Background: an optimization exercise with open tools, aiming at small area, a short achievable clock period and few clock cycles. Do not read the settings as production practice. In this exercise RTL edits were held to simulation tests only and were not proved equivalent to the original. No activity file was given, so power comes from the tool's default toggle rates.

Setup of the previous run:
==> module top_v1b, before the edit <==
module top_v1b (
    input clk,
    input rst,
    input wr,
    input [2:0] address,
    input [7:0] wdata,
    output [7:0] rdata,
    output busy
);
reg [7:0] ah, al, bh, bl;
always @(posedge clk) if (wr) begin
    case (address)
    3'd0: ah <= wdata;
    3'd1: al <= wdata;
    3'd2: bh <= wdata;
    3'd3: bl <= wdata;
    default: ;
    endcase
end
wire sa = ah[7];
wire sb = bh[7];
wire xs = sa ^ sb;
wire [14:0] ma = sa ? -{ah[6:0], al} : {ah[6:0], al};
wire [14:0] mb = sb ? -{bh[6:0], bl} : {bh[6:0], bl};
wire ma_zero = (ma == 15'd0);
wire mb_zero = (mb == 15'd0);
function [3:0] blen(input [14:0] v);
    integer j;
    begin
        blen = 4'd0;
        for (j = 0; j < 15; j = j + 1) if (v[j]) blen = j + 1;
    end
endfunction
wire [3:0] la = blen(ma);
wire [3:0] lb = blen(mb);
wire [4:0] ediff = {1'b0, la} - {1'b0, lb};      
wire       eneg = ediff[4];                      
reg        Status;
reg        o_mul, o_div, o_frc, o_sqr;           
reg [4:0]  cnt;
reg        fix;      
reg        fr;       
reg [31:0] X;
reg [16:0] Ax;
reg [15:0] Bx;
assign busy = Status;
reg [7:0] xb;
always @* case (address[1:0])
    2'd0: xb = X[31:24];
    2'd1: xb = X[23:16];
    2'd2: xb = X[15:8];
    default: xb = X[7:0];
endcase
assign rdata = address[2] ? {7'b0, Status & (address[1:0] == 2'd0)} : xb;
wire start = wr && (address == 3'd4);
wire [1:0] nop = wdata[1:0];
wire [3:0] pa = 4'd8 - {1'b0, la[3:1]} - {3'b0, la[0]};    
wire [3:0] sh = (nop == 2'd3) ? {pa[2:0], 1'b0} :
                (nop == 2'd0) ? 4'd0 - {lb[3:0]} :          
                (eneg ? 4'd0 : ediff[3:0]);
wire [15:0] bsrc = (nop == 2'd3) ? {1'b0, ma} : {1'b0, mb};
wire [15:0] bnorm = bsrc << sh;
wire [4:0] ediv = (eneg | mb_zero) ? 5'd0 : ediff + 5'd1;
wire [4:0] n0 = (nop == 2'd0) ? {1'b0, lb} :
                (nop == 2'd1) ? ediv :
                (nop == 2'd2) ? (mb_zero ? 5'd0 : ediv + 5'd16) :
                (ma_zero ? 5'd0 : {1'b0, 4'd8 - pa} + 5'd8);
reg [18:0] opa, opb;
always @* begin
    opa = 19'd0; opb = 19'd0;
    if (o_mul) begin opa = {3'b0, X[14:0], 1'b0}; opb = Bx[15] ? {2'b0, Ax} : 19'd0; end
    if (o_sqr) begin opa = {Ax, Bx[15:14]};       opb = {1'b0, X[23:8], 2'b01}; end
    if (o_div | o_frc) begin
        opa = fr ? {1'b0, Ax, 1'b0} : {2'b0, Ax};
        opb = {3'b0, Bx};
    end
end
wire [19:0] sum = o_mul ? {1'b0, opa} + {1'b0, opb} : {1'b0, opa} - {1'b0, opb};
wire ge = ~sum[19];
wire [15:0] xhi = X[30:15];
wire [15:0] xhi_inc = sum[16] ? xhi + 16'd1 : xhi;
wire [14:0] q = X[14:0];
wire [15:0] qfix = mb_zero ? (ma_zero ? 16'h4000 : 16'h7FFF) : {1'b0, q};
wire [14:0] qneg = -qfix[14:0];
wire [15:0] rneg = -Ax[15:0];
always @(posedge clk) begin
    if (!Status) begin
        cnt <= n0;
        fr <= (nop == 2'd2) && (ediv == 5'd0);
        Ax <= (nop == 2'd3) ? 17'd0 : {2'b0, ma};
        Bx <= bnorm;
        o_mul <= (nop == 2'd0);
        o_div <= (nop == 2'd1);
        o_frc <= (nop == 2'd2);
        o_sqr <= (nop == 2'd3);
    end else begin
        cnt <= cnt - 5'd1;
        if (cnt == 5'd17) fr <= 1'b1;
        if (o_sqr | o_div | o_frc) Ax <= ge ? sum[16:0] : opa[16:0];
        if (o_mul) Bx <= {Bx[14:0], 1'b0};
        else if (o_sqr) Bx <= {Bx[13:0], 2'b00};
        else if (!(fr || (o_frc && cnt == 5'd17))) Bx <= {1'b0, Bx[15:1]};
    end
end
reg [31:0] xinit, xstep;
always @* begin
    if (nop == 2'd2 && mb_zero)
        xinit = ma_zero ? 32'h40000000 : (ma == 15'h4000) ? 32'h7FFF8000 : 32'h7FFFFFFF;
    else
        xinit = 32'd0;
    if (cnt != 5'd0) begin
        if (o_mul) xstep = {xhi_inc, sum[15:0]};
        else if (o_sqr) xstep = {8'b0, X[22:8], ge, 8'b0};
        else xstep = {X[30:0], ge};
    end else begin
        xstep[31:16] = xs ? {1'b1, qneg} : qfix;
        xstep[15:0]  = xs ? rneg : Ax[15:0];
    end
end
always @(posedge clk) if (start | Status) X <= Status ? xstep : xinit;
always @(posedge clk) begin
    if (rst) begin
        Status <= 1'b0;
        fix <= 1'b0;
    end else if (start) begin
        fix <= (nop == 2'd1);
        Status <= (n0 != 5'd0) || (nop == 2'd1);
    end else if (Status) begin
        if (cnt != 5'd0) begin
            if (cnt == 5'd1 && !fix) Status <= 1'b0;
        end else begin
            fix <= 1'b0;
            Status <= 1'b0;
        end
    end
end
endmodule
Settings: LEC_CHECK=0, ABC_AREA=1, CAP_MARGIN=20, CORE_MARGIN=2, CORE_UTILIZATION=40, PLACE_DENSITY=0.6, SETUP_SLACK_MARGIN=3.4, SLEW_MARGIN=20; clock period 8.0 ns.
run.sh (not shown) runs the stock make flow with config.mk's settings and CLKGATE_MAP_FILE= SYNTH_SCRIPT=/design/flow/synth_recipe.tcl, a recipe that flattens the netlist after the stock synthesis.
Testbench counts of the previous run, summed over its fixed seeds: cycles 157,093.
Setup changes, the previous run to the current run
-- flow/design.v --
<<< the previous run, line 85
wire [15:0] rneg = -Ax[15:0];
always @(posedge clk) begin
    if (!Status) begin
        cnt <= n0;
        fr <= (nop == 2'd2) && (ediv == 5'd0);
        Ax <= (nop == 2'd3) ? 17'd0 : {2'b0, ma};
        Bx <= bnorm;
        o_mul <= (nop == 2'd0);
        o_div <= (nop == 2'd1);
        o_frc <= (nop == 2'd2);
        o_sqr <= (nop == 2'd3);
    end else begin
        cnt <= cnt - 5'd1;
>>> the current run, line 85
wire [15:0] rneg = -Ax[15:0];
always @(posedge clk) begin
    if (start) begin
        cnt <= n0;
        fr <= (nop == 2'd2) && (ediv == 5'd0);
        Ax <= (nop == 2'd3) ? 17'd0 : {2'b0, ma};
        Bx <= bnorm;
    end else begin
        cnt <= cnt - 5'd1;
<<< the previous run, line 103
    end
end
reg [31:0] xinit, xstep;
always @* begin
    if (nop == 2'd2 && mb_zero)
        xinit = ma_zero ? 32'h40000000 : (ma == 15'h4000) ? 32'h7FFF8000 : 32'h7FFFFFFF;
    else
        xinit = 32'd0;
    if (cnt != 5'd0) begin
        if (o_mul) xstep = {xhi_inc, sum[15:0]};
        else if (o_sqr) xstep = {8'b0, X[22:8], ge, 8'b0};
        else xstep = {X[30:0], ge};
    end else begin
        xstep[31:16] = xs ? {1'b1, qneg} : qfix;
        xstep[15:0]  = xs ? rneg : Ax[15:0];
    end
end
always @(posedge clk) if (start | Status) X <= Status ? xstep : xinit;
always @(posedge clk) begin
    if (rst) begin
>>> the current run, line 99
    end
end
always @(posedge clk) begin
    if (start) begin
        o_mul <= (nop == 2'd0);
        o_div <= (nop == 2'd1);
        o_frc <= (nop == 2'd2);
        o_sqr <= (nop == 2'd3);
    end
end
always @(posedge clk) begin
    if (rst) begin
<<< the previous run, line 126
        fix <= (nop == 2'd1);
        Status <= (n0 != 5'd0) || (nop == 2'd1);
    end else if (Status) begin
        if (cnt != 5'd0) begin
            if (cnt == 5'd1 && !fix) Status <= 1'b0;
        end else begin
            fix <= 1'b0;
            Status <= 1'b0;
>>> the current run, line 114
        fix <= (nop == 2'd1);
        Status <= (n0 != 5'd0) || (nop == 2'd1);
        if (nop == 2'd2 && mb_zero)
            X <= ma_zero ? 32'h40000000 : (ma == 15'h4000) ? 32'h7FFF8000 : 32'h7FFFFFFF;
        else
            X <= 32'd0;
    end else if (Status) begin
        if (cnt != 5'd0) begin
            if (cnt == 5'd1 && !fix) Status <= 1'b0;
            if (o_mul) X <= {xhi_inc, sum[15:0]};
            else if (o_sqr) X <= {8'b0, X[22:8], ge, 8'b0};
            else X <= {X[30:0], ge};
        end else begin
            X[31:16] <= xs ? {1'b1, qneg} : qfix;
            X[15:0]  <= xs ? rneg : Ax[15:0];
            fix <= 1'b0;
            Status <= 1'b0;
Notes after the runs:
Relative to the previous run, via count of the first global-routing pass has decreased by 69 in the current run. Diff the previous run -> the current run | non-clock buffer count | up by more than 10%. Sequential share of layout area delta for the current run relative to the previous run: 0.99 points lower. Reported sequential group power: higher on the current run. In the current run, the detailed-route vias per instance came out 0.61% below the value in the previous run. Across both runs, worst-case setup slack after placement was lower for the current run than for the previous run. The current run: clock network fraction of total power 4.4 points below the previous run. Measured against the previous run, the total design power of the current run comes out at 1.19 times the reference value. The die height on the previous run is in line with that on the current run. Per the comparison of the current run with the previous run, logic depth of the worst setup path including buffers climbed 3; post-detailed-routing wire length increased about 1.7%.
Testbench counts of the current run, summed over its fixed seeds: cycles 157,093.

-- what the ideal ports hide --
How much do the figures lean on ideal ports? The routed layouts below were timed once more, with nothing changed but the port constraints.
Step 1: set_driving_cell puts a clkbuf_16 on clk and a buf_2 on each other input, an assumption about the parent block.
Step 2 moves the port delays by t, midway between the first and last clock arrival at a register: inputs arrive t later, outputs are due t later. That takes back most of the time a late clock gives input paths.
a / b / c = ideal ports / drivers / drivers and shift; a / b = the first two.
| run | t, ns | slack for setup (ns) | hold WS [ns] | worst register clock-pin slew, ns | worst data-port slew with drivers (ns) |
|---|---|---|---|---|---|
| the previous run | 0.436 | 3.452 / 3.418 / 3.404 | 0.516 / 0.516 / 0.516 | 0.10 / 0.10 | 0.05 |
| the current run | 0.417 | 3.470 / 3.470 / 3.074 | 0.510 / 0.510 / 0.510 | 0.09 / 0.09 | 0.04 |
After both steps setup and hold are still met in every run listed. The setup slack of the current run, which loses most, moves by 0.000 ns with the drivers and by -0.396 ns with both steps.
